Context: an optimization exercise on an open-source flow, tuned for small area and a short achievable clock period. The choices shown serve that exercise and are no tape-out recipe.
At most, simulation tests tie the RTL to the original design; equivalence was not proved.
For run 4, only the layout was checked, not whether the RTL still works.
Power and IR drop assume default switching activity.

### flow/design.v
module memory_unit(
    input CLK, RESET,  
    input [3:0] ADDR,  
    input [7:0] DATA_IN,  
    input READ, WRITE,  
    input [7:0] SEARCH_KEY,  
    output reg [7:0] DATA_OUT,  
    output reg [7:0] SEARCH_RESULT  
);
reg [7:0] dasd_memory [0:15];  
reg [7:0] cam_key [0:7];       
genvar g, b;
wire nrd, nwr, nwen;
wire [3:0] na;
g_inv u_nrd (.a(READ), .y(nrd));
g_inv u_nwr (.a(WRITE), .y(nwr));
generate
    for (g = 0; g < 4; g = g + 1) begin : ainv
        g_inv u_na (.a(ADDR[g]), .y(na[g]));
    end
endgenerate
g_or3 u_nwen (.a(RESET), .b(READ), .c(nwr), .y(nwen));
wire [3:0] pa;
g_nor2 u_pa0 (.a(ADDR[1]), .b(ADDR[0]), .y(pa[0]));
g_nor2 u_pa1 (.a(ADDR[1]), .b(na[0]), .y(pa[1]));
g_nor2 u_pa2 (.a(na[1]), .b(ADDR[0]), .y(pa[2]));
g_nor2 u_pa3 (.a(na[1]), .b(na[0]), .y(pa[3]));
wire [3:0] wq, rq;
g_nor3 u_wq0 (.a(nwen), .b(ADDR[3]), .c(ADDR[2]), .y(wq[0]));
g_nor3 u_wq1 (.a(nwen), .b(ADDR[3]), .c(na[2]), .y(wq[1]));
g_nor3 u_wq2 (.a(nwen), .b(na[3]), .c(ADDR[2]), .y(wq[2]));
g_nor3 u_wq3 (.a(nwen), .b(na[3]), .c(na[2]), .y(wq[3]));
g_nor3 u_rq0 (.a(nrd), .b(ADDR[3]), .c(ADDR[2]), .y(rq[0]));
g_nor3 u_rq1 (.a(nrd), .b(ADDR[3]), .c(na[2]), .y(rq[1]));
g_nor3 u_rq2 (.a(nrd), .b(na[3]), .c(ADDR[2]), .y(rq[2]));
g_nor3 u_rq3 (.a(nrd), .b(na[3]), .c(na[2]), .y(rq[3]));
wire [15:0] we_d, rsel;
wire [7:0] we_k;
generate
    for (g = 0; g < 16; g = g + 1) begin : word
        g_and2 u_we (.a(pa[g % 4]), .b(wq[g / 4]), .y(we_d[g]));
        g_and2 u_rs (.a(pa[g % 4]), .b(rq[g / 4]), .y(rsel[g]));
        always @(posedge CLK)
            if (we_d[g])
                dasd_memory[g] <= DATA_IN;
    end
    for (g = 0; g < 8; g = g + 1) begin : key
        g_and2 u_we (.a(pa[g % 4]), .b(wq[g / 4]), .y(we_k[g]));
        always @(posedge CLK)
            if (we_k[g])
                cam_key[g] <= SEARCH_KEY;
    end
endgenerate
wire [7:0] nlo, nhi, m, mr;
generate
    for (g = 0; g < 8; g = g + 1) begin : cmp
        wire [7:0] eq;
        for (b = 0; b < 8; b = b + 1) begin : bit_eq
            g_xnor2 u_eq (.a(cam_key[g][b]), .b(SEARCH_KEY[b]), .y(eq[b]));
        end
        g_nand4 u_lo (.a(eq[0]), .b(eq[1]), .c(eq[2]), .d(eq[3]), .y(nlo[g]));
        g_nand4 u_hi (.a(eq[4]), .b(eq[5]), .c(eq[6]), .d(eq[7]), .y(nhi[g]));
        g_nor2 u_m (.a(nlo[g]), .b(nhi[g]), .y(m[g]));                 
        g_nor3 u_mr (.a(nlo[g]), .b(nhi[g]), .c(nrd), .y(mr[g]));      
    end
endgenerate
wire [7:0] ssel;
wire nm7, nm5, nm3, q67, q45, q23, q123;
g_or2  u_nm7  (.a(nlo[7]), .b(nhi[7]), .y(nm7));
g_or2  u_nm5  (.a(nlo[5]), .b(nhi[5]), .y(nm5));
g_or2  u_nm3  (.a(nlo[3]), .b(nhi[3]), .y(nm3));
g_nor2 u_q67  (.a(m[6]), .b(m[7]), .y(q67));
g_nor2 u_q45  (.a(m[4]), .b(m[5]), .y(q45));
g_nor2 u_q23  (.a(m[2]), .b(m[3]), .y(q23));
g_nor3 u_q123 (.a(m[1]), .b(m[2]), .c(m[3]), .y(q123));
assign ssel[7] = mr[7];
g_and2 u_s6 (.a(mr[6]), .b(nm7), .y(ssel[6]));
g_and2 u_s5 (.a(mr[5]), .b(q67), .y(ssel[5]));
g_and3 u_s4 (.a(mr[4]), .b(nm5), .c(q67), .y(ssel[4]));
g_and3 u_s3 (.a(mr[3]), .b(q45), .c(q67), .y(ssel[3]));
g_and4 u_s2 (.a(mr[2]), .b(nm3), .c(q45), .d(q67), .y(ssel[2]));
g_and4 u_s1 (.a(mr[1]), .b(q23), .c(q45), .d(q67), .y(ssel[1]));
g_and4 u_s0 (.a(mr[0]), .b(q123), .c(q45), .d(q67), .y(ssel[0]));
wire [7:0] dout_d, sres_d;
generate
    for (b = 0; b < 8; b = b + 1) begin : bits
        wire [15:0] v;
        for (g = 0; g < 16; g = g + 1) begin : w
            assign v[g] = dasd_memory[g][b];
        end
        wire [3:0] s;
        for (g = 0; g < 4; g = g + 1) begin : spair
            g_a22oi u_s (.a1(ssel[2 * g]), .a2(v[2 * g]), .b1(ssel[2 * g + 1]), .b2(v[2 * g + 1]), .y(s[g]));
        end
        wire sh, sx;
        g_nand2 u_sh (.a(nrd), .b(SEARCH_RESULT[b]), .y(sh));
        g_and2 u_sx (.a(s[3]), .b(sh), .y(sx));
        g_nand4 u_sy (.a(s[0]), .b(s[1]), .c(s[2]), .d(sx), .y(sres_d[b]));
        wire [7:0] t;
        for (g = 0; g < 8; g = g + 1) begin : dpair
            g_a22oi u_t (.a1(rsel[2 * g]), .a2(v[2 * g]), .b1(rsel[2 * g + 1]), .b2(v[2 * g + 1]), .y(t[g]));
        end
        wire e0, e1, dh;
        g_nand4 u_e0 (.a(t[0]), .b(t[1]), .c(t[2]), .d(t[3]), .y(e0));
        g_nand4 u_e1 (.a(t[4]), .b(t[5]), .c(t[6]), .d(t[7]), .y(e1));
        g_and2 u_dh (.a(nrd), .b(DATA_OUT[b]), .y(dh));
        g_or3 u_dy (.a(e0), .b(e1), .c(dh), .y(dout_d[b]));
    end
endgenerate
always @(posedge CLK or posedge RESET) begin
    if (RESET) begin
        DATA_OUT <= 8'd0;
        SEARCH_RESULT <= 8'd0;
    end else begin
        DATA_OUT <= dout_d;
        SEARCH_RESULT <= sres_d;
    end
end
endmodule
module g_inv(input a, output y);
    assign y = ~a;
endmodule
module g_xnor2(input a, input b, output y);
    assign y = ~(a ^ b);
endmodule
module g_nand2(input a, input b, output y);
    assign y = ~(a & b);
endmodule
module g_nand4(input a, input b, input c, input d, output y);
    assign y = ~(a & b & c & d);
endmodule
module g_nor2(input a, input b, output y);
    assign y = ~(a | b);
endmodule
module g_nor3(input a, input b, input c, output y);
    assign y = ~(a | b | c);
endmodule
module g_or2(input a, input b, output y);
    assign y = a | b;
endmodule
module g_or3(input a, input b, input c, output y);
    assign y = a | b | c;
endmodule
module g_and2(input a, input b, output y);
    assign y = a & b;
endmodule
module g_and3(input a, input b, input c, output y);
    assign y = a & b & c;
endmodule
module g_and4(input a, input b, input c, input d, output y);
    assign y = a & b & c & d;
endmodule
module g_a22oi(input a1, input a2, input b1, input b2, output y);
    assign y = ~(a1 & a2 | b1 & b2);
endmodule
### flow/flow/run.sh
#!/bin/bash
# Own layout flow: the standard synthesis, then the standard ORFS steps with
# extra make variables (flow/make_args.txt, one NAME=VALUE per line; @FLOW@ is
# replaced by this folder's absolute path, for hook scripts).
set -uo pipefail
here=$(cd "$(dirname "$0")" && pwd)
mapfile -t args < <(grep -v '^\s*#' "$here/make_args.txt" | grep -v '^\s*$' | sed "s#@FLOW@#$here#g")
printf '%s\n' "${args[@]}" > make_args_used.log
bash standard.sh synth > synth.log 2>&1 || exit 1
bash standard.sh "${args[@]}" finish > layout.log 2>&1
### flow/flow/downsize.tcl
# Start every combinational cell at its smallest drive strength; the timing
# repair that follows sizes up what the clock period needs.
set db [ord::get_db]
set n 0
foreach inst [[ord::get_db_block] getInsts] {
  set m [[$inst getMaster] getName]
  if {![regexp {^(sky130_fd_sc_hd__([a-z0-9]+))_([0-9]+)$} $m -> base kind size]} { continue }
  if {$size == 1} { continue }
  if {[string match {*df*} $kind] || [string match {dl*} $kind] || [string match {clk*} $kind] || [string match {conb} $kind] || [string match {tap*} $kind]} { continue }
  set small [$db findMaster ${base}_1]
  if {$small eq "NULL" || $small eq ""} { continue }
  $inst swapMaster $small
  incr n
}
puts "downsize: $n cells set to drive strength 1"
### flow/flow/make_args.txt
MATCH_CELL_FOOTPRINT=0
BUFFER_PORTS_ARGS=-buffer_cell sky130_fd_sc_hd__buf_2
CTS_ARGS=-sink_clustering_enable -repair_clock_nets -dont_use_dummy_load -buf_list sky130_fd_sc_hd__clkbuf_8 -sink_clustering_size 16 -sink_clustering_max_diameter 50
POST_FLOORPLAN_TCL=@FLOW@/downsize.tcl
### flow/flow/post_cts.tcl
# Flatten the clock tree to two levels: the root buffer (the only cell the CLK
# port drives) drives the leaf buffers directly, which drive the registers. The
# branching buffers between them are removed, and the root is a clkbuf_16. All
# registers keep the same number of buffers on their clock path.
set block [ord::get_db_block]
proc out_net {inst} {
  foreach it [$inst getITerms] { if {[$it isOutputSignal]} { return [$it getNet] } }
  return ""
}
proc is_clkbuf {inst} { string match sky130_fd_sc_hd__clkbuf_* [[$inst getMaster] getName] }
set clk [$block findNet CLK]
set root ""
foreach it [$clk getITerms] { set root [$it getInst] }
set n0 [out_net $root]
set changed 1
while {$changed} {
  set changed 0
  foreach it [$n0 getITerms] {
    if {![$it isInputSignal]} { continue }
    set b [$it getInst]
    if {![is_clkbuf $b]} { continue }
    set n1 [out_net $b]
    # collapse b only if everything it drives is a clock buffer
    set all_bufs 1
    foreach l [$n1 getITerms] {
      if {[$l isInputSignal] && ![is_clkbuf [$l getInst]]} { set all_bufs 0 }
    }
    if {!$all_bufs} { continue }
    foreach l [$n1 getITerms] {
      if {[$l isInputSignal]} { $l disconnect; $l connect $n0 }
    }
    foreach bt [$b getITerms] { $bt disconnect }
    odb::dbInst_destroy $b
    odb::dbNet_destroy $n1
    set changed 1
    break
  }
}
$root swapMaster [[ord::get_db] findMaster sky130_fd_sc_hd__clkbuf_16]
puts "post_cts: root [$root getName] drives [expr {[llength [$n0 getITerms]] - 1}] clock buffers"
detailed_placement
check_placement -verbose
### flow/flow/pre_cts.tcl
# Upsize the output port buffers.
set block [ord::get_db_block]
set master_buf [[ord::get_db] findMaster sky130_fd_sc_hd__buf_4]
foreach bterm [$block getBTerms] {
  if {[$bterm getIoType] ne "OUTPUT"} { continue }
  foreach iterm [[$bterm getNet] getITerms] {
    if {[$iterm isOutputSignal]} { [$iterm getInst] swapMaster $master_buf }
  }
}
### flow/flow/recover_margin.tcl
# Make the power/area recovery after global routing keep the same setup slack
# margin as the timing repair: it then only downsizes cells whose paths keep at
# least RECOVER_SLACK_MARGIN ns of slack.
rename repair_timing my_repair_timing_orig
proc repair_timing {args} {
  if {[lsearch $args -recover_power] >= 0} {
    lappend args -setup_margin $::env(RECOVER_SLACK_MARGIN)
  }
  my_repair_timing_orig {*}$args
}
### flow/standard.sh
#!/bin/bash
# synth_recipe.tcl (not shown) runs the flow's synth.tcl, then flattens the netlist and writes it again
# the make line also repeats each setting of config.mk as NAME=value (left out here)
make -C /OpenROAD-flow-scripts/flow DESIGN_CONFIG=/design/flow/config.mk WORK_HOME=/design/flow/orfs CLKGATE_MAP_FILE= SYNTH_SCRIPT=/design/flow/synth_recipe.tcl "${@:-finish}"
### flow/config.mk
export PLATFORM = sky130hd
export DESIGN_NAME = memory_unit
export DESIGN_NICKNAME = memory_unit
export VERILOG_FILES = /design/flow/design.v
export SDC_FILE = /design/flow/constraint.sdc
export NUM_CORES = 4
export LEC_CHECK = 0
export CAP_MARGIN = 20
export CORE_MARGIN = 2
export CORE_UTILIZATION = 40
export SETUP_SLACK_MARGIN = 2.3
export SLEW_MARGIN = 20
export SYNTH_HIERARCHICAL = 1
### flow/constraint.sdc
create_clock -name core_clock -period 4.0 [get_ports {CLK}]
set_input_delay 0.8000 -clock core_clock [delete_from_list [all_inputs] [get_ports {CLK}]]
set_output_delay 0.8000 -clock core_clock [all_outputs]
set_load 0.01 [all_outputs]
==> flow_summary.yaml, run 1 <==
layout:
  syn_to_final_growth_pct: 12.9
  final_common_cell: "edfxtp_1"
  nNetsFinal: 636
  final_cell_mix: "192 x edfxtp_1, 57 x xnor2_1, 50 x a22oi_2, 46 x a22oi_1, 45 x and2_4"
  drive_above_1_share_pct: 34.4
  diodes: 0
sta:
  setup_violations: 0
  tns_ns: 0
  worst_slew_pin_slew_ns: 0.852
  setup_slack_ns: 2.12
  hold_viol_final: 0
  period_share_pct: 47.1
  fin_skew_ns: 0.0546
  period_minus_slack_ns: 1.88
  slew_viol_final: 0
  slew_headroom_pct: 43.2
  fmax_mhz: 531
  rsz0062_at_grt: "true"
placement:
  dp_hpwl_um: 12900
  io_buffers: 39
  pre_cts_ws_ns: 0.885
  gp_congestion: 0.893
outcome:
  outcome: "complete, no violations"
logic_synthesis:
  synth_top_area_cell: "edfxtp_1"
  avgSynthCellArea_um2: 16.9
  synthTopCellsByArea: "edfxtp_1 65%, a22oi_2 13%, xnor2_1 6.3%, dfrtp_1 4.5%, and2_1 4.1%"
  ys_ff_latch: 208
  syn-cell-area_um2: 8930
  synth_top_area_share_pct: 64.5
  syn_nets: 553
  ys.warnings.count: 11
  synthCells: 529
  synth_cell_types: 14
  synth-seq-area-share_pct: 69.0
run:
  drv_cap: 0
floorplan:
  pin_count: 40
  row_count: 54
  core_um2: 21900
  initial_core_util_pct: 40.8
  die_h_um: 153
  die-area_um2: 23500
  die_w_um: 153
global_route:
  grt_usage_pct: 16.2
  grt_overflow: 0
  grt_antenna_before_repair: 1
  grt_max_degree: 17
  grt_pass1_vias: 4985
  grt_pass1_wl_um: 29200
clock_tree:
  clock_path_buffers: 3
  cts_tree: "built"
  clkSinkCount: 208
  path_clk_slew_ns: 0.09
  clk_latency_ns: 0.54
  htree_levels: 1
  numCtsBuffers: 22
  cts_root_buf: "clkbuf_8"
power:
  peakVddDrop_v: 0.000278
  leakagePower_uw: 0.00317
  power.density_nw_per_um2: 376
drt:
  vias: 4895
  detail_route.wirelength_um: 19100
  antenna_left: 0
  routedWlPerCell_um: 21.4
  drt-initial-drc-count: 363
  route.detailed.drc: 0
  first_pass_iters: 4
  viasPerCell: 5.50
critical_path:
  crit_buf_inv: 1
  critPathTopFamily: "flip-flops"
  crit_type: "reg2out"
  required_ns: 3.20
  cp-start-kind: "flip-flop"
  worstPathArrival_ns: 1.08
  crit_path_cell_trace: "buf_2"
  cp_max_fo: 2
  cp-end-kind: "primary output"
  cpPeakStageDelay_ns: 0.41
  cp_slowest_cell: "dfrtp_1"
hold_path:
  hold_path.class: "in2async"
[modules after synthesis, one instance, submodules excluded, a selection]
| module | flip-flops and latches | times used | cell area [um2] |
|---|---|---|---|
| memory_unit | 208 | 1 | 6170 |
| g_a22oi | 0 | 96 | 12.5 |
| g_nor3 | 0 | 17 | 10.0 |
| g_xnor2 | 0 | 64 | 8.76 |
| g_and4 | 0 | 3 | 8.76 |
| g_nand4 | 0 | 40 | 6.26 |
| g_or2 | 0 | 3 | 6.26 |
| g_and2 | 0 | 58 | 6.26 |
| g_and3 | 0 | 2 | 6.26 |
| g_nor2 | 0 | 14 | 3.75 |
| g_inv | 0 | 6 | 3.75 |
| g_nand2 | 0 | 8 | 3.75 |
[cells in the mapped netlist]
| cell type | n |
|---|---|
| a22oi_2 | 96 |
| and2_1 | 58 |
| and3_1 | 2 |
| and4_1 | 3 |
| dfrtp_1 | 16 |
| edfxtp_1 | 192 |
| inv_1 | 7 |
| nand2_1 | 8 |
| nand4_1 | 40 |
| nor2_1 | 14 |
| nor3_2 | 17 |
| or2_1 | 3 |
| or3_1 | 9 |
| xnor2_1 | 64 |
[metrics by stage]
| stage | util (%) | cell area [um2] | total power [uW] | instances | hold WS [ns] |
|---|---|---|---|---|---|
| 3_5_place_dp | 40.8 | 8930 | 2660 | 850 | 0.514 |
| 6_report | 46.1 | 10100 | 3790 | 890 | 0.442 |
| 2_1_floorplan | - | 9060 | 2570 | 529 | 0.497 |
| 3_3_place_gp | 40.8 | 8930 | 2660 | 850 | 0.512 |
| 4_1_cts | 45.5 | 9950 | 3820 | 886 | 0.442 |
| 5_1_grt | 46.1 | 10100 | 3940 | 890 | 0.471 |
[layout make-up]
class                   count  area, um2
flip-flops and latches    208       6170
fillers                  1903      11800
clock buffers              22        303
multi-input cells         314       2730
repair buffers             59        500
well taps                 280        350
inverters                   7       35.0
[worst paths after layout]
kind | startpoint | end | slack [ns] | cells after the start
hold / removal | RESET | DATA_OUT[6] | 0.44 | 2
setup / recovery | DATA_OUT[2] | DATA_OUT[2] | 2.12 | 1
hold reg to reg | dasd_memory[3][7] | SEARCH_RESULT[7] | 0.53 | 2
min in group core_clock | dasd_memory[3][7] | SEARCH_RESULT[7] | 0.53 | 2
max in group asynchronous | RESET | SEARCH_RESULT[0] | 2.98 | 2
setup reg to reg | cam_key[7][5] | SEARCH_RESULT[0] | 2.22 | 7
[report_power, final]
| part | switching, uW | total (uW) | internal [uW] |
|---|---|---|---|
| Combinational | 146 | 246 | 100 |
| Clock | 639 | 1130 | 490 |
| Sequential | 15.6 | 2420 | 2400 |
[per-layer routing]
layer,track usage [%],vias up,part of all wire (%)
met5,0,-,0.068
met4,3.89,2,1.3
met3,3.26,20,6.3
met2,27.0,159,48
met1,21.9,2466,44
li1,-,2248,-
[state kept, by name, summed over array words and instances, names as in the netlist]
name           flops
cam_key           64
DATA_OUT           8
dasd_memory      128
SEARCH_RESULT      8
[what timing repair did]
item	CTS	global route
setup endpoints to repair	224	160
gates cloned	0	0
buffers inserted	14	4
hold buffers	0	0
gates resized for setup	205	29
pin swaps	58	29
[cell families (layout without fill, tap and decap cells)]
| family | Yosys count | after routing | share of synthesized area (%) |
|---|---|---|---|
| AOI/OAI and AO/OA | 96 | 96 | 13.4 |
| xor gates and xnor gates | 64 | 64 | 6.27 |
| and+or+nand+nor | 154 | 154 | 11.0 |
| buffers and inverters | 7 | 88 | 0.294 |
| DFF | 208 | 208 | 69.0 |
==> run 2, diff against run 1 <==
--- a/flow/config.mk
+++ b/flow/config.mk
@@ -8,6 +8,6 @@
 export CAP_MARGIN = 20
 export CORE_MARGIN = 2
 export CORE_UTILIZATION = 40
-export SETUP_SLACK_MARGIN = 2.3
+export SETUP_SLACK_MARGIN = 2.1
 export SLEW_MARGIN = 20
 export SYNTH_HIERARCHICAL = 1
==> flow_summary.yaml, run 2 <==
logic_synthesis:
  avgSynthCellArea_um2: 16.9
  ys_ff_latch: 208
  syn_nets: 553
  synthTopCellsByArea: "edfxtp_1 65%, a22oi_2 13%, xnor2_1 6.3%, dfrtp_1 4.5%, and2_1 4.1%"
  syn-cell-area_um2: 8930
  synth-seq-area-share_pct: 69.0
  synth_cell_types: 14
  synthCells: 529
  synth_top_area_cell: "edfxtp_1"
  synth.top_cells.by_count: "192 x edfxtp_1, 96 x a22oi_2, 64 x xnor2_1, 58 x and2_1, 40 x nand4_1"
  synth_top_area_share_pct: 64.5
  synth_enable_flop_cells: 192
  async_reset_ff_share_pct: 7.69
  synth_ff_type: "edfxtp_1"
  synth.most_common_cell: "edfxtp_1"
  ys.warnings.count: 11
critical_path:
  required_ns: 4.39
  worstPathArrival_ns: 2.34
  cp-end-kind: "flip-flop"
  startpoint: "READ"
  cp_max_fo: 8
  r2r-start: "cam_key[7][5]"
  cp-start-kind: "input pin"
  worst-r2r-setup-slack_ns: 2.18
  crit_type: "in2reg"
  worstRegToRegCells: 7
layout:
  fin_cells: 884
  final_core_util_pct: 44.4
  final_cell_area_um2: 9720
  final_common_cell: "edfxtp_1"
  nNetsFinal: 630
  top_regs: "dasd_memory: 128 flops, cam_key: 64 flops"
  final_cell_mix: "192 x edfxtp_1, 69 x a22oi_1, 64 x xnor2_1, 40 x nand4_1, 29 x buf_2"
  largest-register: "dasd_memory"
  drive_above_1_share_pct: 27.2
  diodes: 0
  largest_reg_flops: 128
  syn_to_final_growth_pct: 8.85
global_route:
  grt_antenna_before_repair: 1
  grt_pass1_wl_um: 28400
  grt_max_degree: 18
  grt_pass1_vias: 4823
  grt_overflow: 0
  grt_usage_pct: 15.8
sta:
  worst_slew_pin_slew_ns: 0.826
  fmax_mhz: 513
  period_share_pct: 48.7
  fin_skew_ns: 0.0483
  tns_ns: 0
  slew_headroom_pct: 44.9
  hold_viol_final: 0
  setup_violations: 0
  slew_viol_final: 0
  rsz0062_at_grt: "true"
  period_minus_slack_ns: 1.95
placement:
  dpl_cell_area_um2: 8930
  io_buffers: 39
  gp_congestion: 0.893
  dp_hpwl_um: 12900
  dp.cells: 850
clock_tree:
  numCtsBuffers: 22
  clk_latency_ns: 0.53
  hold_buffers: 0
  cts_tree: "built"
  clock_path_buffers: 3
  clkSinkCount: 208
  htree_levels: 1
  path_clk_slew_ns: 0.09
  cts_root_buf: "clkbuf_8"
floorplan:
  pin_count: 40
  die_w_um: 153
  die_h_um: 153
  initial_core_util_pct: 40.8
  die-area_um2: 23500
  row_count: 54
  core_um2: 21900
drt:
  vias: 4824
  first_pass_iters: 5
  route.detailed.drc: 0
  drt-initial-drc-count: 356
  detail_route.wirelength_um: 19000
  antenna_left: 0
  routedWlPerCell_um: 21.5
  viasPerCell: 5.46
power:
  power.total_uw: 3760
  leakagePower_uw: 0.00305
  power.density_nw_per_um2: 387
  peakVddDrop_v: 0.000277
outcome:
  outcome: "complete, no violations"
run:
  drv_cap: 0
hold_path:
  hold_path.class: "in2async"
## run 2: logic make-up after synthesis
logic type             Yosys count  share of synthesized area [%]
XOR/XNOR                        64                           6.27
AND/OR/NAND/NOR                154                           11.0
flip-flops                     208                           69.0
buffers and inverters            7                          0.294
AO/OA/AOI/OAI                   96                           13.4
## run 2: per-module statistics from Yosys (local to each module, per instance)
module | copies in the design | cells inside | flops+latches | cell area (um2)
g_a22oi | 96 | 1 | 0 | 12.5
g_and2 | 58 | 1 | 0 | 6.26
g_and3 | 2 | 1 | 0 | 6.26
g_and4 | 3 | 1 | 0 | 8.76
g_inv | 6 | 1 | 0 | 3.75
g_nand2 | 8 | 1 | 0 | 3.75
g_nand4 | 40 | 1 | 0 | 6.26
g_nor2 | 14 | 1 | 0 | 3.75
g_nor3 | 17 | 1 | 0 | 10.0
g_or2 | 3 | 1 | 0 | 6.26
g_or3 | 9 | 1 | 0 | 6.26
g_xnor2 | 64 | 1 | 0 | 8.76
memory_unit | 1 | 209 | 208 | 6170
## run 2: metal layers
layer  part of all wire (%)  GRT usage (%)  vias to the layer above
met5                  0.068              0                        -
met4                    1.3           3.89                        2
met3                    7.0           3.43                       20
met2                     48           26.0                      172
met1                     43           21.4                     2396
li1                       -              -                     2234
## run 2: critical path: stages
cell        delay, ns
buf_2            0.12
clkinvlp_4       0.16
nor3_2           0.11
and2_2           0.26
a22oi_2          0.25
nand4_1          0.23
or3_1            0.41
## run 2: power by group
part	internal [uW]	leakage [uW]	switching [uW]
registers	2400	0.00194	14.7
clock network	489	0.000158	636
logic	86.3	0.000952	137
total	2980	0.00305	787
## run 2: stage by stage
stage	setup WS, ns	hold WS, ns
floorplan	1.88	0.497
global placement	0.982	0.512
detailed placement	0.885	0.514
CTS	2.09	0.441
global route	2.04	0.467
finish	2.05	0.428
## run 2: worst paths after layout
check	to
max	DATA_OUT[0]
min	DATA_OUT[6]
max reg2reg	SEARCH_RESULT[5]
min reg2reg	SEARCH_RESULT[0]
max in group asynchronous	SEARCH_RESULT[0]
min in group core_clock	SEARCH_RESULT[0]
## run 2: what timing repair did
item	4_1_cts	5_1_grt
setup endpoints to repair	197	205
pin swaps	4	15
gates resized for setup	85	59
gates cloned	0	0
setup buffers	5	7
## run 2: layout make-up
type | instances | area [um2]
clock buffers | 22 | 303
fillers | 1934 | 12200
inverters | 7 | 32.5
multi-input cells | 314 | 2470
flip-flops and latches | 208 | 6170
well taps | 280 | 350
repair buffers | 53 | 403
==> run 3, diff against run 2 <==
==> flow/flow/make_args.txt (replaced) <==
MATCH_CELL_FOOTPRINT=0
BUFFER_PORTS_ARGS=-buffer_cell sky130_fd_sc_hd__buf_2
CTS_ARGS=-sink_clustering_enable -repair_clock_nets -dont_use_dummy_load -buf_list sky130_fd_sc_hd__clkbuf_8 -sink_clustering_size 16 -sink_clustering_max_diameter 50
POST_FLOORPLAN_TCL=@FLOW@/downsize.tcl
SKIP_CTS_REPAIR_TIMING=1
--- a/flow/config.mk
+++ b/flow/config.mk
@@ -8,6 +8,6 @@
 export CAP_MARGIN = 20
 export CORE_MARGIN = 2
 export CORE_UTILIZATION = 40
-export SETUP_SLACK_MARGIN = 2.1
+export SETUP_SLACK_MARGIN = 2.2
 export SLEW_MARGIN = 20
 export SYNTH_HIERARCHICAL = 1
==> flow_summary.yaml, run 3 <==
layout:
  drive_above_1_share_pct: 30.5
  final_cell_area_um2: 9860
  final_common_cell: "edfxtp_1"
  diodes: 0
  nNetsFinal: 629
  largest_reg_flops: 128
  fin_cells: 883
  syn_to_final_growth_pct: 10.4
  final_cell_mix: "192 x edfxtp_1, 62 x xnor2_1, 58 x a22oi_1, 40 x nand4_1, 38 x a22oi_2"
  largest-register: "dasd_memory"
  top_regs: "dasd_memory: 128 flops, cam_key: 64 flops"
critical_path:
  cp_max_fo: 2
  worst-r2r-setup-slack_ns: 2.21
  worstRegToRegCells: 7
  cp-end-kind: "primary output"
  crit_path_cell_trace: "buf_2"
  cpPeakStageDelay_ns: 0.41
  cp-start-kind: "flip-flop"
  r2r_end: "SEARCH_RESULT[0]"
  crit_buf_inv: 1
  required_ns: 3.20
  crit_type: "reg2out"
  cp_slowest_cell: "dfrtp_1"
  worstPathArrival_ns: 1.09
  critPathTopFamily: "flip-flops"
  r2r-start: "cam_key[7][5]"
logic_synthesis:
  syn_nets: 553
  synth_top_area_cell: "edfxtp_1"
  ys_ff_latch: 208
  synthTopCellsByArea: "edfxtp_1 65%, a22oi_2 13%, xnor2_1 6.3%, dfrtp_1 4.5%, and2_1 4.1%"
  syn-cell-area_um2: 8930
  synth.most_common_cell: "edfxtp_1"
  synthCells: 529
  ys.warnings.count: 11
  synth_ff_type: "edfxtp_1"
  synth_enable_flop_cells: 192
  synth_top_area_share_pct: 64.5
  synth_cell_types: 14
  synth.top_cells.by_count: "192 x edfxtp_1, 96 x a22oi_2, 64 x xnor2_1, 58 x and2_1, 40 x nand4_1"
  avgSynthCellArea_um2: 16.9
  synth-seq-area-share_pct: 69.0
  async_reset_ff_share_pct: 7.69
floorplan:
  die_h_um: 153
  pin_count: 40
  die-area_um2: 23500
  die_w_um: 153
  row_count: 54
  initial_core_util_pct: 40.8
  core_um2: 21900
run:
  drv_cap: 0
global_route:
  grt_overflow: 0
  grt_max_degree: 18
  grt_usage_pct: 15.5
  grt_pass1_vias: 4742
  grt_antenna_before_repair: 1
  grt_pass1_wl_um: 27900
sta:
  slew_headroom_pct: 44.8
  period_minus_slack_ns: 1.89
  tns_ns: 0
  rsz0062_at_grt: "true"
  fmax_mhz: 530
  period_share_pct: 47.2
  slew_viol_final: 0
  fin_skew_ns: 0.0507
  worst_slew_pin_slew_ns: 0.826
  hold_viol_final: 0
  setup_violations: 0
drt:
  drt-initial-drc-count: 395
  viasPerCell: 5.55
  first_pass_iters: 5
  routedWlPerCell_um: 21.5
  vias: 4899
  detail_route.wirelength_um: 19000
  antenna_left: 0
  route.detailed.drc: 0
clock_tree:
  cts_tree: "built"
  cts_root_buf: "clkbuf_8"
  clkSinkCount: 208
  htree_levels: 1
  path_clk_slew_ns: 0.09
  clk_latency_ns: 0.53
  clock_path_buffers: 3
  numCtsBuffers: 22
power:
  leakagePower_uw: 0.00307
  p_clk_share_pct: 29.8
  sequentialPowerShare_pct: 64.1
  peakVddDrop_v: 0.000277
  swShare_pct: 20.9
  p_int_uw: 2980
  power.density_nw_per_um2: 383
  p_sw_uw: 790
  pwr-share-comb_pct: 6.1
placement:
  dpl_cell_area_um2: 8930
  dp.cells: 850
  io_buffers: 39
  dp_hpwl_um: 12900
  gp_congestion: 0.893
outcome:
  outcome: "complete, no violations"
hold_path:
  hold_path.class: "in2async"
[run 3: cell count changes in the layout (fill, tap and decap cells not counted), moves of 3 or more]
cell	delta
a22oi_1	-11
a22oi_2	+11
and2_1	-3
and2_2	-6
and2_4	+9
inv_1	-3
inv_2	+3
[run 3: final cells by class]
class	instances	area, um2
inverter	7	32.5
timing repair buffer	52	428
fill	1921	12000
multi-input combinational	314	2580
tap	280	350
clock buffer	22	303
sequential	208	6170
[run 3: logic make-up after synthesis]
| kind of cell | count (synthesis) | share of synthesized area [%] |
|---|---|---|
| buffers and inverters | 7 | 0.294 |
| DFF | 208 | 69.0 |
| xor gates and xnor gates | 64 | 6.27 |
| and+or+nand+nor | 154 | 11.0 |
| AOI/OAI and AO/OA | 96 | 13.4 |
[run 3: worst max path at each step]
stage	from	to	slack (ns)	cells past startpoint
floorplan	READ	DATA_OUT[0]	1.88	6
global placement	READ	dasd_memory[4][1]	0.98	4
detailed placement	READ	dasd_memory[6][5]	0.88	4
CTS	READ	dasd_memory[6][4]	1.41	4
global route	DATA_OUT[2]	DATA_OUT[2]	2.07	1
finish	DATA_OUT[2]	DATA_OUT[2]	2.11	1
[run 3: metal layers]
layer  global-route usage [%]  wire, um  share of wire (%)  up-vias
met4                     4.06       280                1.5        2
met5                        0        13              0.068        -
li1                         -         -                  -     2235
met1                     21.4      8240                 43     2472
met3                     3.26      1290                6.8       24
met2                     25.1      9180                 48      166
[run 3: power by group through the flow]
stage          Combinational (uW)  Sequential (uW)  Clock, uW
2_1_floorplan                 102             2470          0
3_3_place_gp                  193             2460          0
3_5_place_dp                  197             2460          0
4_1_cts                       198             2420       1160
5_1_grt                       250             2420       1250
6_report                      231             2420       1120
[run 3: modules after synthesis, one instance, submodules excluded, a selection]
module,cells inside,copies in the design,area (um2)
g_xnor2,1,64,8.76
g_a22oi,1,96,12.5
g_nor2,1,14,3.75
g_nand4,1,40,6.26
g_nor3,1,17,10.0
g_inv,1,6,3.75
g_and3,1,2,6.26
g_or3,1,9,6.26
g_and2,1,58,6.26
[run 3: through the flow]
stage | hold slack (ns) | util, % | total power, uW | worst slack (ns)
5_1_grt | 0.467 | 45.0 | 3920 | 2.07
3_5_place_dp | 0.514 | 40.8 | 2660 | 0.885
2_1_floorplan | 0.497 | - | 2570 | 1.88
6_report | 0.426 | 45.0 | 3770 | 2.11
3_3_place_gp | 0.512 | 40.8 | 2660 | 0.982
4_1_cts | 0.441 | 42.2 | 3780 | 1.41
==> run 4, diff against run 3 <==
--- a/flow/design.v
+++ b/flow/design.v
@@ -35,7 +35,6 @@
 g_nor3 u_rq2 (.a(nrd), .b(na[3]), .c(ADDR[2]), .y(rq[2]));
 g_nor3 u_rq3 (.a(nrd), .b(na[3]), .c(na[2]), .y(rq[3]));
 wire [15:0] we_d, rsel;
-wire [7:0] we_k;
 generate
     for (g = 0; g < 16; g = g + 1) begin : word
         g_and2 u_we (.a(pa[g % 4]), .b(wq[g / 4]), .y(we_d[g]));
@@ -45,9 +44,8 @@
                 dasd_memory[g] <= DATA_IN;
     end
     for (g = 0; g < 8; g = g + 1) begin : key
-        g_and2 u_we (.a(pa[g % 4]), .b(wq[g / 4]), .y(we_k[g]));
         always @(posedge CLK)
-            if (we_k[g])
+            if (we_d[g])
                 cam_key[g] <= SEARCH_KEY;
     end
 endgenerate
==> flow/flow/make_args.txt (replaced) <==
MATCH_CELL_FOOTPRINT=0
BUFFER_PORTS_ARGS=-buffer_cell sky130_fd_sc_hd__buf_2
CTS_ARGS=-sink_clustering_enable -repair_clock_nets -dont_use_dummy_load -buf_list sky130_fd_sc_hd__clkbuf_8 -sink_clustering_size 16 -sink_clustering_max_diameter 50
POST_FLOORPLAN_TCL=@FLOW@/downsize.tcl
==> flow_summary.yaml, run 4 <==
global_route:
  grt_overflow: 0
  grt_pass1_vias: 5117
  grt_pass1_wl_um: 30000
  grt_max_degree: 19
  grt_antenna_before_repair: 1
  grt_usage_pct: 16.4
logic_synthesis:
  synth_cell_types: 14
  synth_top_family_by_area: "compound AO/OA/AOI/OAI gates"
  synth_ff_type: "edfxtp_1"
  synth.most_common_cell: "edfxtp_1"
  synth.area.mux_share_pct: 0
  synth-seq-area-share_pct: 69.4
  synth_xor_xnor_area_share_pct: 6.31
  syn_nets: 545
  synthTopCellsByArea: "edfxtp_1 65%, a22oi_2 14%, xnor2_1 6.3%, dfrtp_1 4.5%, and2_1 3.5%"
  syn-cell-area_um2: 8880
  synth_compound_area_share_pct: 13.5
  ys_ff_latch: 208
  synthAdderAreaFrac_pct: 0
  synth_enable_flop_cells: 192
  synth_top_area_share_pct: 64.9
  synth_top_area_cell: "edfxtp_1"
  synth-simple-area-share_pct: 10.5
  synthCells: 521
  synth.top_cells.by_count: "192 x edfxtp_1, 96 x a22oi_2, 64 x xnor2_1, 50 x and2_1, 40 x nand4_1"
  avgSynthCellArea_um2: 17.1
  ys.warnings.count: 11
  async_reset_ff_share_pct: 7.69
placement:
  dp.cells: 842
  dp_hpwl_um: 13100
  gp_congestion: 0.877
  io_buffers: 39
hold_path:
  hold_path.class: "in2async"
sta:
  tns_ns: 0
  fin_skew_ns: 0.0637
  hold_viol_final: 0
  slew_headroom_pct: 45.0
  rsz0062_at_grt: "true"
  fmax_mhz: 529
  worst_slew_pin_slew_ns: 0.824
  slew_viol_final: 0
  holdWs_ns: 0.408
  period_minus_slack_ns: 1.89
  period_share_pct: 47.3
  setup_violations: 0
drt:
  vias: 5080
  antenna_left: 0
  viasPerCell: 5.75
  drt-initial-drc-count: 510
  routedWlPerCell_um: 23.0
  route.detailed.drc: 0
  detail_route.wirelength_um: 20300
  first_pass_iters: 5
floorplan:
  initial_core_util_pct: 40.7
  core_um2: 21800
  die-area_um2: 23400
  row_count: 54
  die_h_um: 153
  die_w_um: 153
  pin_count: 40
clock_tree:
  cts_tree: "built"
  clkSinkCount: 208
  clk_latency_ns: 0.55
  path_clk_slew_ns: 0.09
  clock_path_buffers: 3
  htree_levels: 1
  hold_buffers: 0
  cts_root_buf: "clkbuf_8"
  numCtsBuffers: 22
power:
  peakVddDrop_v: 0.000315
  leakagePower_uw: 0.00310
  power.density_nw_per_um2: 383
layout:
  fillers: 1882
  final_cell_mix: "192 x edfxtp_1, 58 x xnor2_1, 56 x a22oi_1, 40 x a22oi_2, 40 x nand4_1"
  drive_above_1_share_pct: 31.1
  final-seq-area_um2: 6170
  diodes: 0
  syn_to_final_growth_pct: 11.3
  multi_input_area_um2: 2630
  largest-register: "dasd_memory"
  top_regs: "dasd_memory: 128 flops, cam_key: 64 flops"
  fin_cells: 884
  nNetsFinal: 630
  final_common_cell: "edfxtp_1"
  largest_reg_flops: 128
outcome:
  outcome: "complete, no violations"
critical_path:
  r2r_end: "SEARCH_RESULT[2]"
  worstRegToRegCells: 7
  worstPathArrival_ns: 2.33
  cp_max_fo: 18
  cp-start-kind: "input pin"
  cp-end-kind: "flip-flop"
  r2r-start: "cam_key[7][3]"
  crit_type: "in2reg"
  required_ns: 4.44
  worst-r2r-setup-slack_ns: 2.22
run:
  drv_cap: 0
run 4: report_power, final:
part           total, uW  switching [uW]  internal, uW
Sequential          2420            13.9          2400
Clock               1140             646           489
Combinational        238             146          92.3
Total               3790             806          2980
run 4: kinds of logic after synthesis:
family / after synthesis
AOI/OAI and AO/OA: 96
and+or+nand+nor: 146
xor gates and xnor gates: 64
buffers and inverters: 7
DFF: 208
run 4: stage by stage:
step,cell area [um2],utilization [%],total power [uW],setup WS (ns)
floorplan,8990,-,2570,1.88
global placement,8880,40.7,2650,1.21
detailed placement,8880,40.7,2660,1.14
CTS,9500,43.6,3800,2.08
finish,9890,45.3,3790,2.11
global route,9890,45.3,3940,2.07
run 4: critical path, cell delays in order:
cell and delay, ns:
buf_6 0.08, clkinvlp_4 0.23, buf_12 0.22, buf_4 0.20, nor3_1 0.16, and2_4 0.26
a22oi_1 0.10, and2_1 0.16, nand4_1 0.10
run 4: area by class of cell:
class,instances,area share (%)
Timing Repair Buffer,54,4.10
Tap cell,280,3.54
Multi-Input combinational cell,313,26.6
Sequential cell,208,62.3
Inverter,7,0.380
Clock buffer,22,3.06
run 4: repair_timing:
action,CTS,global route
endpoints found under the hold margin,0,0
endpoints found under the setup margin,224,224
setup buffers,5,8
pin swaps,5,35
gates cloned,2,5
resized for setup,110,77
run 4: how the worst max path moves through the flow:
stage	slack (ns)	start	end
after floorplan	1.88	READ	DATA_OUT[0]
after global placement	1.21	READ	cam_key[2][1]
after detailed placement	1.14	READ	cam_key[2][1]
after CTS	2.08	DATA_OUT[3]	DATA_OUT[3]
after global routing	2.07	DATA_OUT[3]	DATA_OUT[3]
final	2.11	READ	SEARCH_RESULT[7]
run 4: layer usage:
metal	wire, um	track usage, %	vias up
met3	1640	3.63	36
met4	399	3.84	0
met5	0	0	-
met2	9600	26.4	229
met1	8700	22.9	2570
li1	-	-	2245
run 4: per-module statistics from Yosys (local to each module, per instance):
module	flops+latches	copies in the design
memory_unit	208	1
g_a22oi	0	96
g_nor3	0	17
g_and4	0	3
g_xnor2	0	64
g_and2	0	50
g_and3	0	2
g_nand4	0	40
g_or2	0	3
g_or3	0	9
g_inv	0	6
g_nand2	0	8
g_nor2	0	14
==> run 5, diff against run 4 <==
--- a/flow/design.v
+++ b/flow/design.v
@@ -35,6 +35,7 @@
 g_nor3 u_rq2 (.a(nrd), .b(na[3]), .c(ADDR[2]), .y(rq[2]));
 g_nor3 u_rq3 (.a(nrd), .b(na[3]), .c(na[2]), .y(rq[3]));
 wire [15:0] we_d, rsel;
+wire [7:0] we_k;
 generate
     for (g = 0; g < 16; g = g + 1) begin : word
         g_and2 u_we (.a(pa[g % 4]), .b(wq[g / 4]), .y(we_d[g]));
@@ -44,8 +45,9 @@
                 dasd_memory[g] <= DATA_IN;
     end
     for (g = 0; g < 8; g = g + 1) begin : key
+        g_and2 u_we (.a(pa[g % 4]), .b(wq[g / 4]), .y(we_k[g]));
         always @(posedge CLK)
-            if (we_d[g])
+            if (we_k[g])
                 cam_key[g] <= SEARCH_KEY;
     end
 endgenerate
--- a/flow/config.mk
+++ b/flow/config.mk
@@ -8,6 +8,7 @@
 export CAP_MARGIN = 20
 export CORE_MARGIN = 2
 export CORE_UTILIZATION = 40
+export GPL_TIMING_DRIVEN = 0
 export SETUP_SLACK_MARGIN = 2.2
 export SLEW_MARGIN = 20
 export SYNTH_HIERARCHICAL = 1
==> flow_summary.yaml, run 5 <==
global_route:
  grt_overflow: 0
  grt_pass1_wl_um: 29200
  grt_antenna_before_repair: 0
  grt_pass1_vias: 5032
  grt_max_degree: 17
  grt_usage_pct: 15.8
logic_synthesis:
  syn-cell-area_um2: 8930
  synth_top_area_share_pct: 64.5
  synth_ff_type: "edfxtp_1"
  synthCells: 529
  ys_ff_latch: 208
  ys.warnings.count: 11
  synth.top_cells.by_count: "192 x edfxtp_1, 96 x a22oi_2, 64 x xnor2_1, 58 x and2_1, 40 x nand4_1"
  synth_enable_flop_cells: 192
  avgSynthCellArea_um2: 16.9
  synthTopCellsByArea: "edfxtp_1 65%, a22oi_2 13%, xnor2_1 6.3%, dfrtp_1 4.5%, and2_1 4.1%"
  async_reset_ff_share_pct: 7.69
  synth_cell_types: 14
  syn_nets: 553
  synth-seq-area-share_pct: 69.0
  synth_top_area_cell: "edfxtp_1"
  synth.most_common_cell: "edfxtp_1"
layout:
  syn_to_final_growth_pct: 11.3
  nNetsFinal: 632
  drive_above_1_share_pct: 30.5
  top_regs: "dasd_memory: 128 flops, cam_key: 64 flops"
  diodes: 0
  largest_reg_flops: 128
  final_cell_mix: "192 x edfxtp_1, 67 x a22oi_1, 58 x xnor2_1, 40 x nand4_1, 33 x and2_4"
  final_common_cell: "edfxtp_1"
  largest-register: "dasd_memory"
drt:
  drt-initial-drc-count: 399
  antenna_left: 0
  detail_route.wirelength_um: 19000
  viasPerCell: 5.57
  route.detailed.drc: 0
  first_pass_iters: 5
  vias: 4931
  routedWlPerCell_um: 21.5
sta:
  worst_slew_pin_slew_ns: 0.883
  hold_viol_final: 0
  fmax_mhz: 539
  setup_slack_ns: 2.14
  slew_viol_final: 0
  fin_skew_ns: 0.0312
  period_share_pct: 46.4
  slew_headroom_pct: 41.1
  rsz0062_at_grt: "true"
  tns_ns: 0
  setup_violations: 0
  holdWs_ns: 0.489
  period_minus_slack_ns: 1.86
floorplan:
  pin_count: 40
  die_h_um: 153
  row_count: 54
  core_um2: 21900
  initial_core_util_pct: 40.8
  die-area_um2: 23500
  die_w_um: 153
power:
  leakagePower_uw: 0.00313
  peakVddDrop_v: 0.000284
  power.density_nw_per_um2: 371
clock_tree:
  path_clk_slew_ns: 0.09
  clkSinkCount: 208
  clock_path_buffers: 3
  htree_levels: 1
  cts_root_buf: "clkbuf_8"
  numCtsBuffers: 18
  hold_buffers: 0
  cts_tree: "built"
  clk_latency_ns: 0.50
critical_path:
  cpPeakStageDelay_ns: 0.28
  crit_cells: 8
  worstRegToRegCells: 7
  crit_path_cell_trace: "buf_8 -> xnor2_2 -> nand4_1 -> or2_1 -> and2_4 -> a22oi_2 -> and2_1 -> nand4_1"
  cp_slowest_cell: "or2_1"
  crit_end: "SEARCH_RESULT[5]"
  cp_max_fo: 16
  crit_buf_inv: 1
  crit_type: "in2reg"
  crit_top_cell: "nand4_1"
  r2r-start: "cam_key[7][4]"
  cp-end-kind: "flip-flop"
  critPathTopFamily: "simple AND/OR/NAND/NOR gates"
  worst-r2r-setup-slack_ns: 2.19
  worstPathArrival_ns: 2.23
  cp-start-kind: "input pin"
  required_ns: 4.37
  r2r_end: "SEARCH_RESULT[5]"
  startpoint: "SEARCH_KEY[4]"
placement:
  dp_hpwl_um: 12500
  pre_cts_ws_ns: 0.952
  gp_congestion: 0.826
  io_buffers: 39
run:
  drv_cap: 0
outcome:
  outcome: "complete, no violations"
hold_path:
  hold_path.class: "in2async"
-- run 5: changes by cell type after synthesis, sizes merged --
cell  change
and2      +8
-- run 5: routing by layer --
| metal | GRT usage [%] | vias up | wire (um) |
|---|---|---|---|
| li1 | - | 2246 | - |
| met1 | 21.4 | 2523 | 8180 |
| met2 | 27.1 | 141 | 9530 |
| met3 | 2.92 | 21 | 1080 |
| met4 | 3.19 | 0 | 209 |
| met5 | 0 | - | 0 |
-- run 5: repair_timing --
action / CTS / global route
resized for setup: 150 / 50
pin swaps: 17 / 19
gates cloned: 1 / 0
setup buffers: 13 / 6
endpoints found under the hold margin: 0 / 0
endpoints found under the setup margin: 224 / 125
-- run 5: worst reg2reg max path: cells and delay by family (launching register included) --
kind,cells,cell delay (ns)
XOR/XNOR,1,0.15
AND/OR/NAND/NOR,5,0.91
AO/OA/AOI/OAI,1,0.20
flip-flops,1,0.43
-- run 5: Yosys stat by module, one instance, submodules excluded, a selection --
| module | area (um2) | flops+latches |
|---|---|---|
| g_a22oi | 12.5 | 0 |
| g_nor3 | 10.0 | 0 |
| g_xnor2 | 8.76 | 0 |
| g_or2 | 6.26 | 0 |
| g_nand4 | 6.26 | 0 |
| g_inv | 3.75 | 0 |
| g_nor2 | 3.75 | 0 |
-- run 5: final cells by class --
type,instances,area (um2)
fill,1922,12000
sequential,208,6170
multi-input combinational,314,2610
timing repair buffer,58,520
tap,280,350
clock buffer,18,248
inverter,7,37.5
timing repair inverter,1,7.51
-- run 5: cell families (layout without fill, tap and decap cells) --
group           after synthesis  count (layout)  share of synthesized area, %
compound gates               96              96                          13.4
flops                       208             208                          69.0
simple gates                154             154                          11.0
buf+inv                       7              84                         0.294
xor+xnor                     64              64                          6.27
-- run 5: worst min path at each step --
stage	from	endpoint	slack, ns	cells after the start
CTS	RESET	DATA_OUT[6]	0.49	2
detailed placement	dasd_memory[3][3]	SEARCH_RESULT[3]	0.50	2
finish	RESET	SEARCH_RESULT[5]	0.49	2
global placement	dasd_memory[3][6]	SEARCH_RESULT[6]	0.50	2
floorplan	dasd_memory[3][0]	SEARCH_RESULT[0]	0.50	2
global route	RESET	SEARCH_RESULT[1]	0.51	2
-- run 5: power by group --
part	switching (uW)	internal [uW]	total [uW]	leakage, uW
combinational	148	101	249	0.00106
clock	618	404	1020	0.000129
sequential	13.8	2400	2410	0.00194
-- run 5: metrics by stage --
step	power, uW	util [%]	cell area, um2	std cells
after global routing	3830	45.4	9940	886
after floorplan	2570	-	9060	529
after detailed placement	2660	40.7	8920	848
after global placement	2650	40.7	8920	848
final	3680	45.4	9940	886
after CTS	3690	44.2	9680	880
==> run 6, diff against run 5 <==
--- a/flow/config.mk
+++ b/flow/config.mk
@@ -7,8 +7,7 @@
 export LEC_CHECK = 0
 export CAP_MARGIN = 20
 export CORE_MARGIN = 2
-export CORE_UTILIZATION = 40
-export GPL_TIMING_DRIVEN = 0
+export CORE_UTILIZATION = 50
 export SETUP_SLACK_MARGIN = 2.2
 export SLEW_MARGIN = 20
 export SYNTH_HIERARCHICAL = 1
==> flow_summary.yaml, run 6 <==
logic_synthesis:
  synth_enable_flop_cells: 192
  synth-seq-area-share_pct: 69.0
  syn-cell-area_um2: 8930
  synth.most_common_cell: "edfxtp_1"
  synth.top_cells.by_count: "192 x edfxtp_1, 96 x a22oi_2, 64 x xnor2_1, 58 x and2_1, 40 x nand4_1"
  synthTopCellsByArea: "edfxtp_1 65%, a22oi_2 13%, xnor2_1 6.3%, dfrtp_1 4.5%, and2_1 4.1%"
  avgSynthCellArea_um2: 16.9
  async_reset_ff_share_pct: 7.69
  ys.warnings.count: 11
  synth_top_area_cell: "edfxtp_1"
  synth_top_area_share_pct: 64.5
  ys_ff_latch: 208
  synth_ff_type: "edfxtp_1"
  syn_nets: 553
  synthCells: 529
  synth_cell_types: 14
layout:
  largest_reg_flops: 128
  fin_cells: 831
  nNetsFinal: 632
  fillers: 1349
  largest-register: "dasd_memory"
  top_regs: "dasd_memory: 128 flops, cam_key: 64 flops"
  drive_above_1_share_pct: 35.8
  syn_to_final_growth_pct: 11.5
  final_common_cell: "edfxtp_1"
  diodes: 0
  final_cell_mix: "192 x edfxtp_1, 64 x a22oi_2, 58 x xnor2_1, 40 x nand4_1, 39 x and2_4"
floorplan:
  initial_core_util_pct: 51.5
  die_h_um: 138
  die-area_um2: 19000
  pin_count: 40
  row_count: 48
  core_um2: 17400
  die_w_um: 138
sta:
  setup_violations: 0
  period_minus_slack_ns: 1.88
  slew_headroom_pct: 50.1
  fin_skew_ns: 0.0464
  tns_ns: 0
  period_share_pct: 47.1
  rsz0062_at_grt: "true"
  slew_viol_final: 0
  hold_viol_final: 0
  worst_slew_pin_slew_ns: 0.747
  fmax_mhz: 531
drt:
  vias: 5042
  detail_route.wirelength_um: 20500
  viasPerCell: 6.07
  routedWlPerCell_um: 24.7
  antenna_left: 0
  route.detailed.drc: 0
  first_pass_iters: 5
  drt-initial-drc-count: 557
critical_path:
  critPathTopFamily: "flip-flops"
  crit_path_cell_trace: "buf_2"
  worstRegToRegCells: 7
  cpPeakStageDelay_ns: 0.42
  cp-start-kind: "flip-flop"
  cp-end-kind: "primary output"
  cp_max_fo: 2
  crit_buf_inv: 1
  cp_slowest_cell: "dfrtp_1"
  crit_type: "reg2out"
  crit_cells: 1
  required_ns: 3.20
  worstPathArrival_ns: 1.08
clock_tree:
  numCtsBuffers: 21
  path_clk_slew_ns: 0.09
  clkSinkCount: 208
  clk_latency_ns: 0.53
  clock_path_buffers: 3
  cts_tree: "built"
  htree_levels: 1
  cts_root_buf: "clkbuf_8"
placement:
  io_buffers: 39
  dp.cells: 800
  dp_hpwl_um: 13400
  gp_congestion: 0.905
global_route:
  grt_antenna_before_repair: 1
  grt_pass1_wl_um: 30600
  grt_overflow: 0
  grt_usage_pct: 22.5
  grt_max_degree: 17
  grt_pass1_vias: 5138
power:
  peakVddDrop_v: 0.000266
  power.density_nw_per_um2: 380
  leakagePower_uw: 0.00313
outcome:
  outcome: "complete, no violations"
hold_path:
  hold_path.class: "in2async"
run:
  drv_cap: 0
==> run 6: cell count changes in the layout (fill, tap and decap cells not counted), sizes merged <==
cell      delta
clkbuf       +4
buf          -3
clkinv       -1
clkinvlp     -1
inv          +1
==> run 6: final timing paths <==
kind                              startpoint                to  slack, ns
setup / recovery                 DATA_OUT[6]       DATA_OUT[6]       2.12
hold reg to reg            dasd_memory[3][7]  SEARCH_RESULT[7]       0.54
hold / removal                         RESET  SEARCH_RESULT[3]       0.40
max in group asynchronous              RESET       DATA_OUT[1]       3.09
min in group core_clock    dasd_memory[3][7]  SEARCH_RESULT[7]       0.54
setup reg to reg               cam_key[7][5]  SEARCH_RESULT[1]       2.20
==> run 6: power breakdown <==
group          internal, uW  total [uW]  switching, uW
Combinational          99.4         249            150
Sequential             2400        2420           19.9
Clock                   468        1120            648
Total                  2970        3790            818
==> run 6: timing repair <==
item	CTS	global route
gates resized for setup	163	66
pin swaps	28	34
hold buffers	0	0
setup endpoints to repair	224	109
gates cloned	0	1
buffers inserted	5	4
==> run 6: layer usage <==
metal | share of wire, % | GRT usage (%) | wire length (um)
met5 | 0 | 0 | 0
met4 | 4.2 | 9.34 | 868
met3 | 5.9 | 3.46 | 1220
met2 | 48 | 36.1 | 9800
met1 | 42 | 30.8 | 8630
==> run 6: logic make-up after synthesis <==
kind of cell	count (synthesis)	synth area share, %
compound gates	96	13.4
xor+xnor	64	6.27
buf+inv	7	0.294
flops	208	69.0
simple gates	154	11.0
==> run 6: Yosys stat by module (local to each module, per instance), excerpt <==
module,cells inside,times used
memory_unit,209,1
g_a22oi,1,96
g_nor3,1,17
g_and4,1,3
g_xnor2,1,64
g_or2,1,3
g_or3,1,9
g_and3,1,2
g_nor2,1,14
g_inv,1,6
g_nand2,1,8
==> run 6: layout make-up <==
cell class / instances / area [um2] / share of cell area, %
Sequential cell: 208 / 6170 / 61.9
Multi-Input combinational cell: 314 / 2750 / 27.6
Timing Repair Buffer: 56 / 442 / 4.43
Clock buffer: 21 / 289 / 2.90
Tap cell: 225 / 282 / 2.83
Inverter: 7 / 35.0 / 0.352
==> run 6: per-stage QoR <==
stage          utilization [%]  hold WS [ns]  setup slack, ns  total power, uW  area [um2]
5_1_grt                   57.4         0.417             2.08             3910        9960
6_report                  57.4         0.400             2.12             3790        9960
2_1_floorplan                -         0.497             1.88             2570        9060
3_5_place_dp              51.3         0.500             1.24             2670        8900
4_1_cts                   55.9         0.393             2.09             3790        9700
3_3_place_gp              51.3         0.498             1.27             2670        8900
==> run 7, diff against run 6 <==
==> flow/flow/make_args.txt (replaced) <==
MATCH_CELL_FOOTPRINT=0
BUFFER_PORTS_ARGS=-buffer_cell sky130_fd_sc_hd__buf_2
CTS_ARGS=-sink_clustering_enable -repair_clock_nets -dont_use_dummy_load -buf_list sky130_fd_sc_hd__clkbuf_8 -sink_clustering_size 20 -sink_clustering_max_diameter 60
POST_FLOORPLAN_TCL=@FLOW@/downsize.tcl
--- a/flow/config.mk
+++ b/flow/config.mk
@@ -7,7 +7,7 @@
 export LEC_CHECK = 0
 export CAP_MARGIN = 20
 export CORE_MARGIN = 2
-export CORE_UTILIZATION = 50
+export CORE_UTILIZATION = 40
 export SETUP_SLACK_MARGIN = 2.2
 export SLEW_MARGIN = 20
 export SYNTH_HIERARCHICAL = 1
==> flow_summary.yaml, run 7 <==
outcome:
  outcome: "complete, no violations"
critical_path:
  worst-r2r-setup-slack_ns: 2.18
  crit_cells: 1
  crit_type: "reg2out"
  cp_slowest_cell: "dfrtp_1"
  required_ns: 3.20
  cpPeakStageDelay_ns: 0.42
  worstRegToRegCells: 7
  critPathTopFamily: "flip-flops"
  cp-end-kind: "primary output"
  crit_buf_inv: 1
  crit_path_cell_trace: "buf_2"
  cp_max_fo: 2
  cp-start-kind: "flip-flop"
  worstPathArrival_ns: 1.07
sta:
  tns_ns: 0
  fmax_mhz: 534
  fin_skew_ns: 0.0547
  worst_slew_pin_slew_ns: 0.828
  period_share_pct: 46.8
  setup_violations: 0
  slew_viol_final: 0
  hold_viol_final: 0
  slew_headroom_pct: 44.8
  period_minus_slack_ns: 1.87
  rsz0062_at_grt: "true"
logic_synthesis:
  synth.top_cells.by_count: "192 x edfxtp_1, 96 x a22oi_2, 64 x xnor2_1, 58 x and2_1, 40 x nand4_1"
  synth_enable_flop_cells: 192
  syn_nets: 553
  ys.warnings.count: 11
  synth-seq-area-share_pct: 69.0
  syn-cell-area_um2: 8930
  avgSynthCellArea_um2: 16.9
  synth_cell_types: 14
  synth_ff_type: "edfxtp_1"
  synth_top_area_share_pct: 64.5
  synthTopCellsByArea: "edfxtp_1 65%, a22oi_2 13%, xnor2_1 6.3%, dfrtp_1 4.5%, and2_1 4.1%"
  synth.most_common_cell: "edfxtp_1"
  ys_ff_latch: 208
  synthCells: 529
  synth_top_area_cell: "edfxtp_1"
  async_reset_ff_share_pct: 7.69
global_route:
  grt_overflow: 0
  grt_busiest_layer: "met2"
  grtUsageMet3_pct: 2.67
  grt_antenna_before_repair: 1
  use_met1_pct: 21.9
  grt_pass1_vias: 4891
  use_met2_pct: 26.7
  grt_max_degree: 21
  grt_pass1_wl_um: 28800
  grt_usage_pct: 15.9
power:
  leakagePower_uw: 0.00306
  peakVddDrop_v: 0.000310
  power.density_nw_per_um2: 373
  power.total_uw: 3650
floorplan:
  die-area_um2: 23500
  core_um2: 21900
  row_count: 54
  initial_core_util_pct: 40.8
  die_h_um: 153
  pin_count: 40
  die_w_um: 153
clock_tree:
  htree_levels: 1
  cts_tree: "built"
  path_clk_slew_ns: 0.11
  cts_root_buf: "clkbuf_8"
  clock_path_buffers: 3
  clk_latency_ns: 0.51
  hold_buffers: 0
  numCtsBuffers: 17
  clkSinkCount: 208
drt:
  antenna_left: 0
  routedWlPerCell_um: 21.4
  first_pass_iters: 5
  detail_route.wirelength_um: 18900
  route.detailed.drc: 0
  vias: 4863
  viasPerCell: 5.52
  drt-initial-drc-count: 352
run:
  drv_cap: 0
hold_path:
  hold_path.class: "in2async"
placement:
  gp_congestion: 0.893
  dp_hpwl_um: 12900
  dpl_cell_area_um2: 8930
  io_buffers: 39
layout:
  final_common_cell: "edfxtp_1"
  final_cell_area_um2: 9800
  syn_to_final_growth_pct: 9.72
  nNetsFinal: 626
  drive_above_1_share_pct: 30.0
  largest-register: "dasd_memory"
  final_cell_mix: "192 x edfxtp_1, 62 x a22oi_1, 59 x xnor2_1, 40 x nand4_1, 34 x a22oi_2"
  top_regs: "dasd_memory: 128 flops, cam_key: 64 flops"
  largest_reg_flops: 128
[run 7: cell counts after synthesis]
Identical to the previous run, type by type.
[run 7: layout make-up]
class / count / area (um2)
Fill cell: 1912 / 12100
Sequential cell: 208 / 6170
Multi-Input combinational cell: 314 / 2580
Timing Repair Buffer: 54 / 433
Tap cell: 280 / 350
Clock buffer: 17 / 234
Inverter: 7 / 32.5
Antenna cell: 1 / 2.50
[run 7: kinds of logic after synthesis]
family                    count (synthesis)  synth area share [%]
AOI/OAI and AO/OA                        96                  13.4
buffers and inverters                     7                 0.294
and+or+nand+nor                         154                  11.0
DFF                                     208                  69.0
xor gates and xnor gates                 64                  6.27
[run 7: timing repair]
| item | in CTS | in global routing |
|---|---|---|
| gates resized for setup | 143 | 42 |
| endpoints found under the setup margin | 224 | 89 |
| buffers inserted | 12 | 1 |
| pin swaps | 15 | 24 |
[run 7: metrics by stage]
stage	hold WS, ns	utilization [%]	cells	worst slack, ns
6_report	0.447	44.8	881	2.13
4_1_cts	0.464	44.1	879	2.11
5_1_grt	0.488	44.8	881	2.03
2_1_floorplan	0.497	-	529	1.88
3_3_place_gp	0.512	40.8	850	0.982
3_5_place_dp	0.514	40.8	850	0.885
[run 7: path summary, 6_finish.rpt]
kind                                   start          endpoint
hold / removal                         RESET       DATA_OUT[0]
hold reg to reg            dasd_memory[3][7]  SEARCH_RESULT[7]
setup / recovery                 DATA_OUT[4]       DATA_OUT[4]
min in group core_clock    dasd_memory[3][7]  SEARCH_RESULT[7]
setup reg to reg               cam_key[7][5]  SEARCH_RESULT[5]
max in group asynchronous              RESET  SEARCH_RESULT[1]
[run 7: report_power, final]
part	internal (uW)	total [uW]	switching, uW
clock network	383	1000	621
registers	2400	2410	15.1
logic	91.9	232	140
total	2870	3650	777
[run 7: modules after synthesis (local to each module, per instance), a selection]
module | flip-flops and latches | cell area, um2 | cells | times used
g_a22oi | 0 | 12.5 | 1 | 96
g_and2 | 0 | 6.26 | 1 | 58
g_and3 | 0 | 6.26 | 1 | 2
g_and4 | 0 | 8.76 | 1 | 3
g_inv | 0 | 3.75 | 1 | 6
g_nand2 | 0 | 3.75 | 1 | 8
g_nand4 | 0 | 6.26 | 1 | 40
g_nor2 | 0 | 3.75 | 1 | 14
g_nor3 | 0 | 10.0 | 1 | 17
g_or2 | 0 | 6.26 | 1 | 3
g_or3 | 0 | 6.26 | 1 | 9
memory_unit | 208 | 6170 | 209 | 1
[run 7: per-layer routing]
metal	vias up	routed length, um
met5	-	68
met3	23	1030
met1	2449	8300
li1	2235	-
met4	2	298
met2	154	9180
==> run 8, diff against run 7 <==
==> flow/flow/make_args.txt (replaced) <==
MATCH_CELL_FOOTPRINT=0
BUFFER_PORTS_ARGS=-buffer_cell sky130_fd_sc_hd__buf_2
CTS_ARGS=-sink_clustering_enable -repair_clock_nets -dont_use_dummy_load -buf_list sky130_fd_sc_hd__clkbuf_16 -sink_clustering_size 26 -sink_clustering_max_diameter 80
POST_FLOORPLAN_TCL=@FLOW@/downsize.tcl
==> flow_summary.yaml, run 8 <==
outcome:
  outcome: "complete, no violations"
floorplan:
  die-area_um2: 23500
  die_w_um: 153
  die_h_um: 153
  initial_core_util_pct: 40.8
  row_count: 54
  core_um2: 21900
  pin_count: 40
placement:
  pre_cts_ws_ns: 0.885
  dp.cells: 850
  dp_hpwl_um: 12900
  gp_congestion: 0.893
  io_buffers: 39
layout:
  fin_cells: 894
  nNetsFinal: 640
  largest_reg_flops: 128
  top_regs: "dasd_memory: 128 flops, cam_key: 64 flops"
  syn_to_final_growth_pct: 16.4
  final_common_cell: "edfxtp_1"
  final_cell_mix: "192 x edfxtp_1, 58 x a22oi_2, 49 x xnor2_1, 40 x nand4_1, 38 x a22oi_1"
  largest-register: "dasd_memory"
  diodes: 0
  drive_above_1_share_pct: 37.9
global_route:
  grt_overflow: 0
  grt_usage_pct: 16.5
  grt_pass1_vias: 5010
  grt_pass1_wl_um: 29900
  grt_max_degree: 27
  grt_antenna_before_repair: 1
drt:
  route.detailed.drc: 0
  drt-initial-drc-count: 418
  detail_route.wirelength_um: 19700
  first_pass_iters: 4
  antenna_left: 0
  routedWlPerCell_um: 22.0
  vias: 4964
  viasPerCell: 5.55
power:
  power.total_uw: 3860
  peakVddDrop_v: 0.000250
  leakagePower_uw: 0.00332
  power.density_nw_per_um2: 371
sta:
  fin_skew_ns: 0.0344
  fmax_mhz: 522
  period_share_pct: 47.9
  tns_ns: 0
  hold_viol_final: 0
  setup_slack_ns: 2.08
  slew_viol_final: 0
  period_minus_slack_ns: 1.92
  worst_slew_pin_slew_ns: 0.839
  rsz0062_at_grt: "true"
  slew_headroom_pct: 44.0
  setup_violations: 0
logic_synthesis:
  avgSynthCellArea_um2: 16.9
  synth.area.mux_share_pct: 0
  ys_ff_latch: 208
  synth_cell_types: 14
  async_reset_ff_share_pct: 7.69
  synthAdderAreaFrac_pct: 0
  synth_enable_flop_cells: 192
  synth_top_family_by_area: "compound AO/OA/AOI/OAI gates"
  synthTopCellsByArea: "edfxtp_1 65%, a22oi_2 13%, xnor2_1 6.3%, dfrtp_1 4.5%, and2_1 4.1%"
  synth.most_common_cell: "edfxtp_1"
  synth_compound_area_share_pct: 13.4
  ys.warnings.count: 11
  synth_xor_xnor_area_share_pct: 6.27
  synthCells: 529
  syn_nets: 553
  synth_top_area_cell: "edfxtp_1"
  synth-simple-area-share_pct: 11.0
  synth.top_cells.by_count: "192 x edfxtp_1, 96 x a22oi_2, 64 x xnor2_1, 58 x and2_1, 40 x nand4_1"
  syn-cell-area_um2: 8930
  synth-seq-area-share_pct: 69.0
  synth_top_area_share_pct: 64.5
  synth_ff_type: "edfxtp_1"
critical_path:
  critPathTopFamily: "simple AND/OR/NAND/NOR gates"
  worstRegToRegCells: 8
  worstPathArrival_ns: 2.22
  crit_type: "in2reg"
  cp_slowest_cell: "and3_4"
  cp-end-kind: "flip-flop"
  cpPeakStageDelay_ns: 0.22
  crit_path_cell_trace: "buf_12 -> xnor2_2 -> nand4_1 -> buf_4 -> nor2_4 -> nor2_4 -> and3_4 -> a22oi_2 -> nand4_1"
  crit_cells: 9
  worst-r2r-setup-slack_ns: 2.13
  cp-start-kind: "input pin"
  crit_buf_inv: 2
  required_ns: 4.30
  cp_max_fo: 16
run:
  drv_cap: 0
clock_tree:
  cts_tree: "built"
  numCtsBuffers: 12
  path_clk_slew_ns: 0.10
  hold_buffers: 0
  cts_root_buf: "clkbuf_16"
  clk_latency_ns: 0.47
  clkSinkCount: 208
  clock_path_buffers: 3
  htree_levels: 1
hold_path:
  hold_path.class: "in2async"
[run 8: cell counts after synthesis]
Identical to the previous run, type by type.
[run 8: modules after synthesis (local to each module, per instance), excerpt]
module       flops+latches  times used
g_nor2                   0          14
g_and4                   0           3
g_or3                    0           9
g_nand4                  0          40
memory_unit            208           1
g_inv                    0           6
g_and2                   0          58
g_nand2                  0           8
g_xnor2                  0          64
g_a22oi                  0          96
[run 8: logic make-up after synthesis]
logic type / Yosys count
DFF: 208
and+or+nand+nor: 154
AOI/OAI and AO/OA: 96
xor gates and xnor gates: 64
buffers and inverters: 7
[run 8: path summary, 6_finish.rpt]
kind / start / to
max in group asynchronous: RESET / SEARCH_RESULT[7]
setup / recovery: SEARCH_KEY[3] / SEARCH_RESULT[2]
setup reg to reg: cam_key[7][7] / SEARCH_RESULT[2]
hold / removal: RESET / DATA_OUT[0]
hold reg to reg: dasd_memory[3][5] / SEARCH_RESULT[5]
min in group core_clock: dasd_memory[3][5] / SEARCH_RESULT[5]
[run 8: layout make-up]
class / count / area, um2
tap: 280 / 350
fill: 1870 / 11500
sequential: 208 / 6170
timing repair buffer: 73 / 697
multi-input combinational: 314 / 2850
inverter: 7 / 35.0
clock buffer: 12 / 300
[run 8: per-layer routing]
metal	part of all wire [%]	track usage, %	up-vias
met4	1.5	2.93	2
met1	43	23.2	2499
met2	49	27.4	175
li1	-	-	2268
met5	0.066	0	-
met3	6.0	3.03	20
[run 8: worst register-to-register path, cell delays in order, from the launching register on]
cell and delay [ns]:
edfxtp_1 0.42, xnor2_2 0.17, nand4_1 0.18, buf_4 0.19, nor2_4 0.12, nor2_4 0.07
and3_4 0.22, a22oi_2 0.20, nand4_1 0.15
[run 8: report_power, final]
part / internal (uW) / switching (uW) / leakage, uW
clock network: 539 / 633 / 0.000148
logic: 120 / 152 / 0.00124
registers: 2400 / 15.9 / 0.00194
[run 8: what timing repair did]
action | in CTS | in global routing
gates cloned | 2 | 0
resized for setup | 199 | 55
buffers inserted | 21 | 9
pin swaps | 52 | 51
endpoints found under the setup margin | 222 | 142
[run 8: stage by stage]
stage	hold slack, ns	area, um2	utilization [%]
after floorplan	0.497	9060	-
after global placement	0.512	8930	40.8
final	0.489	10400	47.5
after global routing	0.543	10400	47.5
after detailed placement	0.514	8930	40.8
after CTS	0.509	10100	46.0
